This is an optimization exercise on Yosys and OpenROAD, whose aim is small area, a short achievable clock period and few clock cycles, not a production implementation. Function not checked in this run: the RTL went through the layout flow alone. Power and IR drop assume default switching activity.

<file path="flow/design.v">
module regfile(
    input  logic        i_clk,
    input  logic        we,
    input  logic [4:0]  wa,
    input  logic [31:0] wd,
    input  logic [4:0]  ra1,
    input  logic [4:0]  ra2,
    output logic [31:0] rd1,
    output logic [31:0] rd2
);
logic [31:1][31:0] rf;
logic [31:0] wsel, sel1, sel2;
always_comb begin
    wsel = '0;
    sel1 = '0;
    sel2 = '0;
    wsel[wa]  = we;
    sel1[ra1] = 1'b1;
    sel2[ra2] = 1'b1;
end
genvar i;
generate
    for (i = 1; i < 32; i++) begin : g_r
        always_ff @(posedge i_clk) begin
            if (wsel[i]) rf[i] <= wd;
        end
    end
endgenerate
always_comb begin
    rd1 = '0;
    rd2 = '0;
    for (int k = 1; k < 32; k++) begin
        rd1 = rd1 | (rf[k] & {32{sel1[k]}});
        rd2 = rd2 | (rf[k] & {32{sel2[k]}});
    end
end
endmodule
module processor(
    input  logic        i_clk,
    input  logic        i_rst,
    output logic [31:0] o_mem_addr,
    output logic        o_mem_wen,
    output logic [31:0] o_mem_wdata,
    output logic [3:0]  o_mem_byte_en,
    input  logic [31:0] i_mem_rdata
);
logic [13:0] addr_q;
logic        wen_q;
logic [31:0] wdata_q;
logic [3:0]  be_q;
logic        s_fetch_q;      
logic        s_ep_q;         
logic [11:0] lf_q;           
logic        ep_q;           
logic        btb_v;
logic [11:0] btb_pc, btb_tgt;
logic        d_v_q;
logic [11:0] d_pc_q;
logic        d_ep_q;
logic        d_btb_q;        
logic        ld1_v, ld2_v;
logic [4:0]  ld1_rd, ld2_rd;
logic [2:0]  ld1_f3, ld2_f3;
logic [1:0]  ld1_lo, ld2_lo;
logic        e_v;
logic        e_ld, e_st, e_br, e_jal, e_jalr;
logic [2:0]  e_f3;
logic        e_sub, e_alt, e_wr, e_bimm;
logic        e_sadd, e_ssh, e_sslt, e_sxor, e_sor, e_sand, e_slink;
logic [4:0]  e_rd, e_rs1, e_rs2;
logic [31:0] e_ra, e_rb, e_imm;    
logic        e_f1, e_f2;           
logic [31:0] r_q;                  
logic [31:0] e_a, e_b;
assign e_a = e_f1 ? r_q : e_ra;
assign e_b = e_f2 ? r_q : e_rb;
logic [11:0] e_pc4, e_tgt;     
logic        e_pred, e_ep, e_back;
assign o_mem_addr    = {18'd0, addr_q};
assign o_mem_wen     = wen_q;
assign o_mem_wdata   = wdata_q;
assign o_mem_byte_en = be_q;
logic [31:0] ldval;
logic [15:0] ld_h;
logic [7:0]  ld_b;
always_comb begin
    ld_h = ld2_lo[1] ? i_mem_rdata[31:16] : i_mem_rdata[15:0];
    ld_b = ld2_lo[0] ? ld_h[15:8] : ld_h[7:0];
    if (ld2_f3[1])      ldval = i_mem_rdata;
    else if (ld2_f3[0]) ldval = {{16{~ld2_f3[2] & ld_h[15]}}, ld_h};
    else                ldval = {{24{~ld2_f3[2] & ld_b[7]}}, ld_b};
end
logic wait_e, exec;
assign wait_e = e_v & (ld2_v | (ld1_v & (ld1_rd != 5'd0) &
                                ((e_rs1 == ld1_rd) | (e_rs2 == ld1_rd) |
                                 (e_wr & (e_rd == ld1_rd)))));
assign exec = e_v & ~wait_e;
logic [31:0] opb, sum;
assign opb   = e_bimm ? e_imm : e_b;
logic [13:0] asum;           
assign asum  = e_a[13:0] + {{2{e_tgt[11]}}, e_tgt};
logic        ltu, lt, eq, taken;
assign sum   = e_a + (e_sub ? ~opb : opb) + {31'd0, e_sub};
assign ltu   = e_a < opb;
assign lt    = (e_a[31] ^ opb[31]) ? e_a[31] : ltu;
assign eq    = (e_a == e_b);
assign taken = (e_f3[2] ? (e_f3[1] ? ltu : lt) : eq) ^ e_f3[0];
logic        sh_left, sh_fill;
logic [31:0] sh_src, sh_out, sh_res;
logic [32:0] sh_ext;
always_comb begin
    sh_left = ~e_f3[2];
    for (int k = 0; k < 32; k++) sh_src[k] = sh_left ? e_a[31-k] : e_a[k];
    sh_fill = e_alt & e_a[31] & ~sh_left;
    sh_ext  = $signed({sh_fill, sh_src}) >>> opb[4:0];
    sh_out  = sh_ext[31:0];
    for (int k = 0; k < 32; k++) sh_res[k] = sh_left ? sh_out[31-k] : sh_out[k];
end
logic [31:0] res;
assign res = ({32{e_sadd}}  & sum)
           | ({32{e_ssh}}   & sh_res)
           | ({32{e_sslt}}  & {31'd0, e_f3[0] ? ltu : lt})
           | ({32{e_sxor}}  & (e_a ^ opb))
           | ({32{e_sor}}   & (e_a | opb))
           | ({32{e_sand}}  & (e_a & opb))
           | ({32{e_slink}} & {18'd0, e_pc4, 2'b00});
logic [31:0] ir;
assign ir = i_mem_rdata;
logic [4:0] op;
logic d_jal, d_jalr, d_br, d_ld, d_st, d_opi, d_op, d_lui, d_auipc;
assign op      = ir[6:2];
assign d_jal   =  op[4] &  op[1];
assign d_jalr  =  op[4] & ~op[1] &  op[0];
assign d_br    =  op[4] & ~op[0];
assign d_ld    = ~op[4] & ~op[2] & ~op[3];
assign d_st    = ~op[4] & ~op[2] &  op[3];
assign d_opi   = ~op[4] &  op[2] & ~op[3] & ~op[0];
assign d_op    = ~op[4] &  op[2] &  op[3] & ~op[0];
assign d_lui   = ~op[4] &  op[2] &  op[3] &  op[0];
assign d_auipc = ~op[4] &  op[2] & ~op[3] &  op[0];
logic [4:0]  rs1, rs2, rd;
logic [2:0]  f3;
assign rs1 = ir[19:15];
assign rs2 = ir[24:20];
assign rd  = ir[11:7];
assign f3  = ir[14:12];
logic [31:0] imm_i, imm_s, imm_u, imm_b, imm_j, d_imm;
assign imm_i = {{20{ir[31]}}, ir[31:20]};
assign imm_s = {{20{ir[31]}}, ir[31:25], ir[11:7]};
assign imm_u = {ir[31:12], 12'd0};
assign imm_b = {{19{ir[31]}}, ir[31], ir[7], ir[30:25], ir[11:8], 1'b0};
assign imm_j = {{11{ir[31]}}, ir[31], ir[19:12], ir[20], ir[30:21], 1'b0};
assign d_imm = d_st ? imm_s : ((d_lui | d_auipc) ? imm_u : imm_i);
logic [11:0] d_tgt, d_tgt_b, d_tgt_j, d_pc4;
assign d_tgt_b = d_pc_q + imm_b[13:2];
assign d_tgt_j = d_pc_q + imm_j[13:2];
assign d_tgt   = d_jal ? d_tgt_j : d_tgt_b;
assign d_pc4 = d_pc_q + 12'd1;
logic        rf_we;
logic [4:0]  rf_wa;
logic [31:0] rf_wd, rf_rd1, rf_rd2;
assign rf_we = ld2_v | (exec & e_wr);
assign rf_wa = ld2_v ? ld2_rd : e_rd;
assign rf_wd = ld2_v ? ldval : res;
regfile u_rf(
    .i_clk (i_clk),
    .we    (rf_we),
    .wa    (rf_wa),
    .wd    (rf_wd),
    .ra1   (rs1),
    .ra2   (rs2),
    .rd1   (rf_rd1),
    .rd2   (rf_rd2)
);
logic byp1, byp2;
logic [31:0] v1, v2, a_next;
assign byp1   = exec & e_wr & (e_rd == rs1);
assign byp2   = exec & e_wr & (e_rd == rs2);
assign v1     = rf_rd1;
assign v2     = rf_rd2;
always_comb begin
    a_next = v1;
    if (d_lui)   a_next = 32'd0;
    if (d_auipc) a_next = {18'd0, d_pc_q, 2'b00};
end
logic        d_old, redir, kill_d, kill_f;
logic [11:0] redir_pc;
assign d_old = d_v_q & (d_ep_q != e_ep);
always_comb begin
    redir    = 1'b0;
    redir_pc = e_tgt;
    kill_d   = 1'b0;
    kill_f   = 1'b0;
    if (exec) begin
        if (e_jalr) begin
            redir = 1'b1; redir_pc = asum[13:2]; kill_d = 1'b1; kill_f = 1'b1;
        end else if (e_br | e_jal) begin
            if (!e_pred) begin
                if (e_jal | taken) begin
                    redir = 1'b1; kill_d = 1'b1; kill_f = 1'b1;
                end
            end else if (e_jal | taken) begin
                kill_d = d_old;
            end else begin
                redir = 1'b1; kill_f = 1'b1; kill_d = ~d_old;
                redir_pc = d_old ? d_pc4 : e_pc4;
            end
        end
    end
end
logic d_adv, late_pred, drop, d_pred, e_mem;
assign d_adv     = d_v_q & ~kill_d & (~e_v | exec);
assign e_mem     = exec & (e_ld | e_st);
assign late_pred = wait_e & (e_br | e_jal) & ~e_pred;
assign drop      = wait_e & d_v_q;
assign d_pred    = d_adv & (d_br | d_jal) & ~d_btb_q & ~e_mem & ~redir;
logic btb_hit, btb_go;
assign btb_hit = s_fetch_q & btb_v & (addr_q[13:2] == btb_pc);
assign btb_go  = btb_hit & ~e_mem & ~redir & ~late_pred & ~drop & ~d_pred;
logic        n_kill, ep_n;
logic [11:0] n_pc, seq_pc;
assign seq_pc = lf_q + 12'd1;
always_comb begin
    n_pc   = seq_pc;
    n_kill = kill_f;
    ep_n   = ep_q;
    if (redir) begin
        n_pc = redir_pc;
    end else if (late_pred) begin
        n_pc = e_tgt; ep_n = ~ep_q; n_kill = d_v_q;
    end else if (drop) begin
        n_pc = d_pc_q; n_kill = 1'b1;
    end else if (d_pred) begin
        n_pc = d_tgt; ep_n = ~ep_q;
    end else if (btb_go) begin
        n_pc = btb_tgt; ep_n = ~ep_q;
    end
end
logic [31:0] st_data;
logic [3:0]  st_be;
always_comb begin
    case (e_f3[1:0])
        2'b00:   begin st_data = {4{e_b[7:0]}};  st_be = 4'b0001 << asum[1:0]; end
        2'b01:   begin st_data = {2{e_b[15:0]}}; st_be = asum[1] ? 4'b1100 : 4'b0011; end
        default: begin st_data = e_b;            st_be = 4'b1111; end
    endcase
end
always_ff @(posedge i_clk or negedge i_rst) begin
    if (~i_rst) begin
        addr_q    <= 14'd0;
        wen_q     <= 1'b0;
        s_fetch_q <= 1'b1;
        s_ep_q    <= 1'b0;
        lf_q      <= 12'd0;
        ep_q      <= 1'b0;
        d_v_q     <= 1'b0;
        ld1_v     <= 1'b0;
        ld2_v     <= 1'b0;
        e_v       <= 1'b0;
        btb_v     <= 1'b0;
        d_btb_q   <= 1'b0;
    end else begin
        d_btb_q   <= btb_go;
        if (exec & e_br & e_back & taken) btb_v <= 1'b1;
        addr_q    <= e_mem ? asum : {n_pc, 2'b00};
        wen_q     <= exec & e_st;
        s_fetch_q <= ~e_mem;
        s_ep_q    <= ep_n;
        if (~e_mem) lf_q <= n_pc;
        ep_q      <= ep_n;
        d_v_q     <= s_fetch_q & ~n_kill;
        ld1_v     <= exec & e_ld;
        ld2_v     <= ld1_v;
        if (~wait_e) e_v <= d_adv;
    end
end
always_ff @(posedge i_clk) begin
    wdata_q <= st_data;
    be_q    <= st_be;
    d_pc_q  <= addr_q[13:2];
    d_ep_q  <= s_ep_q;
    if (exec) r_q <= res;
    if (exec & e_br & e_back & taken) begin
        btb_pc  <= e_pc4 - 12'd1;
        btb_tgt <= e_tgt;
    end
    ld1_rd  <= e_rd;
    ld1_f3  <= e_f3;
    ld1_lo  <= asum[1:0];
    ld2_rd  <= ld1_rd;
    ld2_f3  <= ld1_f3;
    ld2_lo  <= ld1_lo;
    if (~wait_e) begin
        e_ld     <= d_ld;
        e_st     <= d_st;
        e_br     <= d_br;
        e_jal    <= d_jal;
        e_jalr   <= d_jalr;
        e_f3     <= f3;
        e_sub    <= d_op & (f3 == 3'b000) & ir[30];
        e_alt    <= ir[30];
        e_sadd   <= ((d_op | d_opi) & (f3 == 3'b000)) | d_lui | d_auipc;
        e_ssh    <= (d_op | d_opi) & (f3[1:0] == 2'b01);
        e_sslt   <= (d_op | d_opi) & (f3[2:1] == 2'b01);
        e_sxor   <= (d_op | d_opi) & (f3 == 3'b100);
        e_sor    <= (d_op | d_opi) & (f3 == 3'b110);
        e_sand   <= (d_op | d_opi) & (f3 == 3'b111);
        e_slink  <= d_jal | d_jalr;
        e_wr     <= (d_op | d_opi | d_lui | d_auipc | d_jal | d_jalr) & (rd != 5'd0);
        e_rd     <= rd;
        e_rs1    <= (d_lui | d_auipc | d_jal) ? 5'd0 : rs1;
        e_rs2    <= (d_op | d_st | d_br) ? rs2 : 5'd0;
        e_ra     <= a_next;
        e_rb     <= v2;
        e_f1     <= byp1 & ~(d_lui | d_auipc | d_jal);
        e_f2     <= byp2;
        e_imm    <= d_imm;
        e_bimm   <= ~(d_op | d_br | d_st);
        e_pc4    <= d_pc4;
        e_tgt    <= (d_ld | d_st | d_jalr) ? d_imm[11:0] : d_tgt;
        e_pred   <= d_pred | d_btb_q;
        e_ep     <= d_btb_q ? ~d_ep_q : ep_n;
        e_back   <= ir[31];
    end else begin
        if (late_pred) begin
            e_pred <= 1'b1;
            e_ep   <= ep_n;
        end
        if (ld2_v & (ld2_rd != 5'd0) & (e_rs1 == ld2_rd)) begin e_ra <= ldval; e_f1 <= 1'b0; end
        if (ld2_v & (ld2_rd != 5'd0) & (e_rs2 == ld2_rd)) begin e_rb <= ldval; e_f2 <= 1'b0; end
    end
end
endmodule
</file>
<file path="flow/flow/run.sh">
#!/bin/bash
# Standard layout (the standard.sh, its synthesis and steps unchanged),
# with repair_timing asked for extra setup slack so that it works on the
# critical paths below the clock period, port buffers of a regular buffer
# cell, and a clock tree with larger sink clusters and no dummy loads.
# Clock and constraints are the standard flow's own.
set -euo pipefail
bash standard.sh SETUP_SLACK_MARGIN=8.5 TNS_END_PERCENT=100 \
  'BUFFER_PORTS_ARGS=-buffer_cell sky130_fd_sc_hd__buf_4' \
  'CTS_ARGS=-sink_clustering_enable -repair_clock_nets -dont_use_dummy_load -sink_clustering_size 24 -sink_clustering_max_diameter 80' \
  finish > standard_flow.log 2>&1
</file>
<file path="flow/standard.sh">
#!/bin/bash
# synth_recipe.tcl (not shown) runs the flow's synth.tcl, then flattens the netlist and writes it again
# the make line also repeats each setting of config.mk as NAME=value (left out here)
make -C /OpenROAD-flow-scripts/flow DESIGN_CONFIG=/design/flow/config.mk WORK_HOME=/design/flow/orfs CLKGATE_MAP_FILE= SYNTH_SCRIPT=/design/flow/synth_recipe.tcl "${@:-finish}"
</file>
<file path="flow/config.mk">
export PLATFORM = sky130hd
export DESIGN_NAME = processor
export DESIGN_NICKNAME = processor
export VERILOG_FILES = /design/flow/design.v
export SDC_FILE = /design/flow/constraint.sdc
export NUM_CORES = 4
export LEC_CHECK = 0
export CAP_MARGIN = 30
export CORE_MARGIN = 2
export CORE_UTILIZATION = 35
export PLACE_DENSITY = 0.45
export SLEW_MARGIN = 30
</file>
<file path="flow/constraint.sdc">
create_clock -name core_clock -period 14.0 [get_ports {i_clk}]
set_input_delay 2.8000 -clock core_clock [delete_from_list [all_inputs] [get_ports {i_clk}]]
set_output_delay 2.8000 -clock core_clock [all_outputs]
set_load 0.01 [all_outputs]
</file>
==> flow_summary.yaml <==
run_status:
  status: "timing/DRC/antenna clean"
synth:
  yosysTopAreaCell: "edfxtp_1"
  ys_seq_elements: 1310
  async_flop_share: 0.0267
  ys.flop_type: "edfxtp_1"
  synth.distinct_cells: 104
  synth_top_area_frac: 0.551
  yosysSeqAreaShare: 0.586
  synthTopCellsByArea: "edfxtp_1, a22oi_1, ha_1"
  synthCells: 5212
  synth_area_mm2: 0.0657
  synth-edff-count: 1206
  ys_warn_count: 2
  avgSynthCellArea_um2: 12.6
die:
  start_util: 0.351
  fp.coreArea_mm2: 0.187
  die_area_mm2: 0.191
  ios: 103
  fp.dieH_um: 437
  chipWidth_um: 437
  fp-row-count: 159
worst_hold_path:
  hold_class: "flip-flop to flip-flop"
power_and_ir_drop:
  powerDensity_mw_per_mm2: 200
  max-vdd-ir-drop_mv: 0.113
  power_leakage_nw: 24.8
placement:
  io_buffers: 84
  place_congestion: 0.929
  place_hpwl_um: 186000
  placed_cells: 7614
clocking:
  clock_latency_ns: 0.81
  clockBufferDepth: 3
  cts-htree-levels: 3
  clkTransAtPathRegs_ns: 0.08
  root_buffer: "clkbuf_16"
  cts.sinks: 1310
  cts_buffers: 96
  tritoncts: "yes"
finish:
  fin_cells: 7787
  area_growth_pct: 13.6
  nets: 5489
  drive_gt1_frac: 0.157
timing:
  finalCritPeriodShare: 0.401
  slew_viol_final: 0
  setup_violations: 0
  hold_viol: 0
  tightest_slew_ns: 0.985
  grt_setup_unrepaired: "true"
  relSlewSlack: 0.343
  finClkSkew_ns: 0.174
  fmax_mhz: 178
  fin_setup_tns_ns: 0
  layout_min_cycle_time_ns: 5.62
drt:
  wl_per_cell_um: 39.1
  viasPerCell: 6.65
  drcViolationCount: 0
  num_vias: 51800
  drtIter0Drc: 8098
  drtPass1Iterations: 8
  drt_wl_total_um: 304000
  drtAntennaViolNets: 0
setup_path:
  cp-end-kind: "flip-flop"
  crit_type: "primary input to flip-flop"
  start_kind: "primary input"
  cp.required_ns: 14.38
  cp_slowest_cell: "nand4_1"
  crit_buf_inv: 4
  crit_fanout: 32
  cp.arrival_ns: 6.00
  max_stage_delay_ns: 0.38
  crit_top_cell: "buf_4"
  crit_chain: "buf_4 > inv_2 > ha_4 > nor2_1 > mux2i_1 > mux2_4 > buf_4 > nor2_4 > buf_6 > a22o_1 > a221oi_1 > and3_1 > nand4_1 > nor3_4 > a21oi_1"
  crit_family: "simple AND/OR/NAND/NOR gates"
global_routing:
  grt_overflow_total: 0
  grt_first_pass_wirelength_um: 412000
  grt.total_usage: 0.307
  antenna_found_initial: 10
  grt_pass1_vias: 50000
  grt_max_degree: 71
job:
  max_cap_viol_count: 0
cell families (layout without fill, tap and decap cells):
logic type | Yosys count | after routing | synth area share
AO/OA/AOI/OAI | 1649 | 1652 | 0.188
XOR/XNOR | 242 | 242 | 0.0323
adder cells (fa/ha/maj) | 163 | 163 | 0.0314
buffers and inverters | 468 | 526 | 0.0291
flip-flops | 1310 | 1310 | 0.586
multiplexers | 262 | 262 | 0.0491
other | 1 | 20 | 0.0000571
AND/OR/NAND/NOR | 1117 | 1117 | 0.0843
flip-flops by register name, indices dropped and copies added (netlist names), 12 cells and up:
name	flops
u_rf.rf	992
e_imm	32
e_ra	32
e_rb	32
r_q	32
wdata_q	32
addr_q	14
btb_pc	12
btb_tgt	12
d_pc_q	12
e_pc4	12
e_tgt	12
lf_q	12
stage by stage:
step                hold slack [ns]  setup slack (ns)  total power [mW]  area, µm²   util
floorplan                     0.310              8.48              9.42      65900      -
CTS                           0.337              8.42              14.6      73400  0.392
finish                        0.333              8.38              14.9      74600  0.399
detailed placement            0.314              6.99              12.0      70200  0.375
global placement              0.315              6.62              12.0      70100  0.375
global route                  0.340              8.38              15.4      74600  0.398
path summary, 6_finish.rpt:
| kind | startpoint | end | slack (ns) | cells past startpoint |
|---|---|---|---|---|
| worst min-delay path | ld1_f3[1]$_DFF_P_ | ld2_f3[1]$_DFF_P_ | 0.33 | 0 |
| min in group asynchronous | i_rst | addr_q[6]$_DFF_PN0_ | 2.02 | 1 |
| max in group asynchronous | i_rst | addr_q[12]$_DFF_PN0_ | 11.55 | 1 |
| worst max-delay path | i_mem_rdata[20] | e_rb[1]$_DFFE_PP_ | 8.38 | 15 |
| worst max register to register | e_f1$_SDFFCE_PP0P_ | e_ep$_DFFE_PP_ | 8.62 | 15 |
| worst min register to register | ld1_f3[1]$_DFF_P_ | ld2_f3[1]$_DFF_P_ | 0.33 | 0 |
final cells by class:
| class | instances | area [µm²] |
|---|---|---|
| timing repair buffer | 313 | 2890 |
| fill | 17700 | 113000 |
| antenna | 2 | 5.00 |
| sequential | 1310 | 38500 |
| inverter | 117 | 454 |
| tap | 2495 | 3120 |
| clock buffer | 96 | 2400 |
| multi-input combinational | 3454 | 27300 |
cell usage in the layout, fill, tap and decap left out, drive strengths merged, types with 32 or more instances in the layout:
cell	synthesis	layout
a221oi	158	158
dfxtp	69	69
nand3	116	116
a21o	46	46
a22oi	615	615
a31oi	33	33
xor2	82	82
a22o	163	163
nand4	182	182
and2	32	32
ha	160	160
o211ai	45	45
mux4	38	38
nor4	32	32
a21oi	172	172
nor2	276	276
dfrtp	34	34
inv	112	111
clkbuf	259	100
mux2i	145	145
edfxtp	1206	1206
buf	92	309
mux2	79	79
a222oi	65	65
nor3	80	80
xnor2	160	160
nand2	251	251
and3	40	40
o21ai	154	154
where the power goes:
part | internal, mW | switching (mW) | leakage [nW]
clock network | 1.20 | 1.35 | 1.18
registers | 5.56 | 0.543 | 12.3
logic | 2.03 | 4.19 | 11.3
total | 8.80 | 6.09 | 24.8
cells in the mapped netlist (40+ instances only):
| cell | instances |
|---|---|
| a21o_1 | 46 |
| a21oi_1 | 172 |
| a221oi_1 | 158 |
| a222oi_1 | 65 |
| a22o_1 | 163 |
| a22oi_1 | 615 |
| and3_1 | 40 |
| buf_1 | 50 |
| clkbuf_1 | 259 |
| dfxtp_1 | 69 |
| edfxtp_1 | 1206 |
| ha_1 | 160 |
| inv_1 | 109 |
| mux2_2 | 74 |
| mux2i_1 | 143 |
| nand2_1 | 251 |
| nand3_1 | 116 |
| nand4_1 | 182 |
| nor2_1 | 276 |
| nor3_1 | 78 |
| o211ai_1 | 44 |
| o21ai_0 | 142 |
| xnor2_1 | 160 |
| xor2_1 | 82 |
per-layer routing:
layer,share of wire,track usage,wire length (µm)
met4,0.057,0.146,17400
met3,0.096,0.0623,29300
met1,0.39,0.399,119000
met2,0.46,0.491,138000
met5,0.00030,0,90
repair_timing:
action	CTS	global route
hold buffers	0	0
gates resized for setup	135	180
cloned	0	4
setup buffers	23	47
endpoints found under the setup margin	620	725
pin swaps	13	55

-- separate check: timing with driven ports --
No port has a modelled driver above. Below, the same layout with a new extraction and two added sets of constraints.
Step 1, drivers: a clkbuf_16 drives i_clk and a buf_2 each remaining input, both assumed.
Step 2 moves the port delays by t, midway between the first and last clock arrival at a register: inputs arrive t later, outputs are due t later. That takes back most of the time a late clock gives input paths.
Three values: no drivers, after step 1, after step 2; two values: the first two.
shift t [ns]: 0.819
slack for setup (ns): 8.382 / 8.388 / 7.570
worst slew at a driven data input, ns: 0.12
pins driven straight from the clock port: 1
After both steps setup and hold are still met in this run. The setup slack of this run moves by +0.006 ns with the drivers and by -0.812 ns with both steps.
